This design comes from an exercise in tuning for small area, a short achievable clock period and few clock cycles on the open sky130 flow, not from production work.
The RTL was checked by simulation tests, not by an equivalence proof against the original design.

## JK
==> flow/design.v (excerpt) <==
module LearningMachine(input clk,rst, start, input [6:0] x1Data,x2Data, input [1:0] tData, output[1:0] signYin, output[13:0] w1,w2,b,Yin,output ReadEn, Ready);
Size in the first run: roughly 86 flip-flops, roughly 79 I/O pins, ~0.0095 mm² of cells after synthesis.
Settings: LEC_CHECK=0, ABC_CLOCK_PERIOD_IN_PS=5000, CAP_MARGIN=20, CORE_MARGIN=2, CORE_UTILIZATION=40, SETUP_SLACK_MARGIN=5, SLEW_MARGIN=20, SYNTH_HIERARCHICAL=1, SYNTH_MINIMUM_KEEP_SIZE=0; clock period 12.0 ns.
standard.sh (not shown) runs the stock make flow with config.mk's settings and CLKGATE_MAP_FILE= SYNTH_SCRIPT=/design/flow/synth_recipe.tcl, a recipe that flattens the netlist after the stock synthesis.
==> flow/flow/run.sh <==
#!/bin/bash
set -euo pipefail
bash standard.sh SETUP_SLACK_MARGIN=7 'BUFFER_PORTS_ARGS=-buffer_cell sky130_fd_sc_hd__buf_1' finish > standard_make.log 2>&1
Testbench counts of JK, summed over its fixed seeds: cycles 145,544.
Setup changes, JK to MS
diff --git a/flow/design.v b/flow/design.v
--- a/flow/design.v
+++ b/flow/design.v
@@ -1159,29 +1159,23 @@
   assign y436 = s373 ^ g421;
   assign yt = {y436, y435, y434, y433, y432, y431, y430, y429, y428, y427, y426, y425, y424, s347};
   wire [5:0] xl1 = x1[5:0] ^ {6{t}};
   wire xs1 = x1[6] ^ t;
   assign u1n = u1 + {4'd0, ~xs1, xs1, xl1} + {4'd0, ~xs1, xl1, t} + {4'b1111, 6'd0, t, 1'b0};
   wire [5:0] xl2 = x2[5:0] ^ {6{t}};
   wire xs2 = x2[6] ^ t;
   assign u2n = u2 + {4'd0, ~xs2, xs2, xl2} + {4'd0, ~xs2, xl2, t} + {4'b1111, 6'd0, t, 1'b0};
   wire [13:0] yt;    
   wire [13:0] y = {yt[13] ^ t, yt[12:0]};
   wire [13:0] zx = ya ^ yb ^ {ya[12:0] | yb[12:0], 1'b0} ^ {t, 13'd0};
-  wire [3:0] zn;
-  LM_nd4 zn0(~zx[3:0], zn[0]);
-  LM_nd4 zn1(~zx[7:4], zn[1]);
-  LM_nd4 zn2(~zx[11:8], zn[2]);
-  LM_nd4 zn3({2'b11, ~zx[13:12]}, zn[3]);
-  wire yzero;
-  LM_nr4 zr(zn, yzero);
+  wire yzero = ~|zx;
   wire mis = yzero | yt[13];
   wire upd = valid & mis;
   wire clr = ~busy & start;
   wire [7:0] vn = v + {{6{t}}, ~t, 1'b1};    
   wire last = (cnt == 8'd14);
   function [6:0] booth(input [6:0] x);
     reg [8:0] e;
     integer i;
     begin
       e = {x[6], x, 1'b0};
       for (i = 0; i < 4; i = i + 1)
@@ -1233,28 +1227,22 @@
       end
     end
   end
   assign w1 = {u1, 2'b00};
   assign w2 = {u2, 2'b00};
   assign b = {v, 6'b0};
   assign Yin = yReg;
   assign signYin = {yReg[13], 1'b1};
   assign ReadEn = rdEn;
   assign Ready = ~busy;
 endmodule
-module LM_nd4(input [3:0] a, output y);
-  assign y = ~&a;
-endmodule
-module LM_nr4(input [3:0] a, output y);
-  assign y = ~|a;
-endmodule
 module LM_gpi(input gh, ph, gl, pl, output gn, pn);
   assign gn = ~(gh | (ph & gl));
   assign pn = ~(ph & pl);
 endmodule
 module LM_gi(input gh, ph, gl, output gn);
   assign gn = ~(gh | (ph & gl));
 endmodule
 module LM_gpo(input ghn, phn, gln, pln, output g, p);
   assign g = ~(ghn & (phn | gln));
   assign p = ~(phn | pln);
 endmodule
[summary]
Beginning of the critical path: u2[7]$_DFF_PP0_ -> JK, x2[6]$_DFF_P_ -> MS
Any difference in buffering overhead between JK and MS is small enough to ignore.
In the reports for JK and MS, the larger global routing met3 resource utilization belongs to MS.
Going from JK to MS, least setup slack across all paths after layout lost 0.064 ns, die area neither gained nor lost much, via count of the first global-routing pass moved down.
Per the comparison of MS with JK, utilization held, global-route usage held.
Testbench counts of MS, summed over its fixed seeds: cycles 145,544.

static timing again, ports no longer ideal:
No port has a modelled driver above. Below, the same layouts with a new extraction and two added sets of constraints.
Step 1, drivers: a clkbuf_16 drives clk and a buf_2 each remaining input, both assumed.
Step 2 adds t to the input delays and takes it off the output delays; t is the mean of the earliest and latest rising clock arrival at the registers after step 1. Input paths then give back, and output paths get back, about the clock's delay inside the block.
a / b / c = no drivers / after step 1 / after step 2; a / b = the first two.
| run | t (ns) | slack for setup (ns) | hold slack, ns | worst setup path at the end | worst slew at a driven data input, ns |
|---|---|---|---|---|---|
| JK | 0.399 | 7.336 / 7.336 / 7.336 | 0.475 / 0.475 / 0.475 | register to register | 0.04 |
| MS | 0.394 | 7.273 / 7.273 / 7.273 | 0.477 / 0.477 / 0.477 | register to register | 0.03 |
After both steps setup and hold are still met in every run listed.
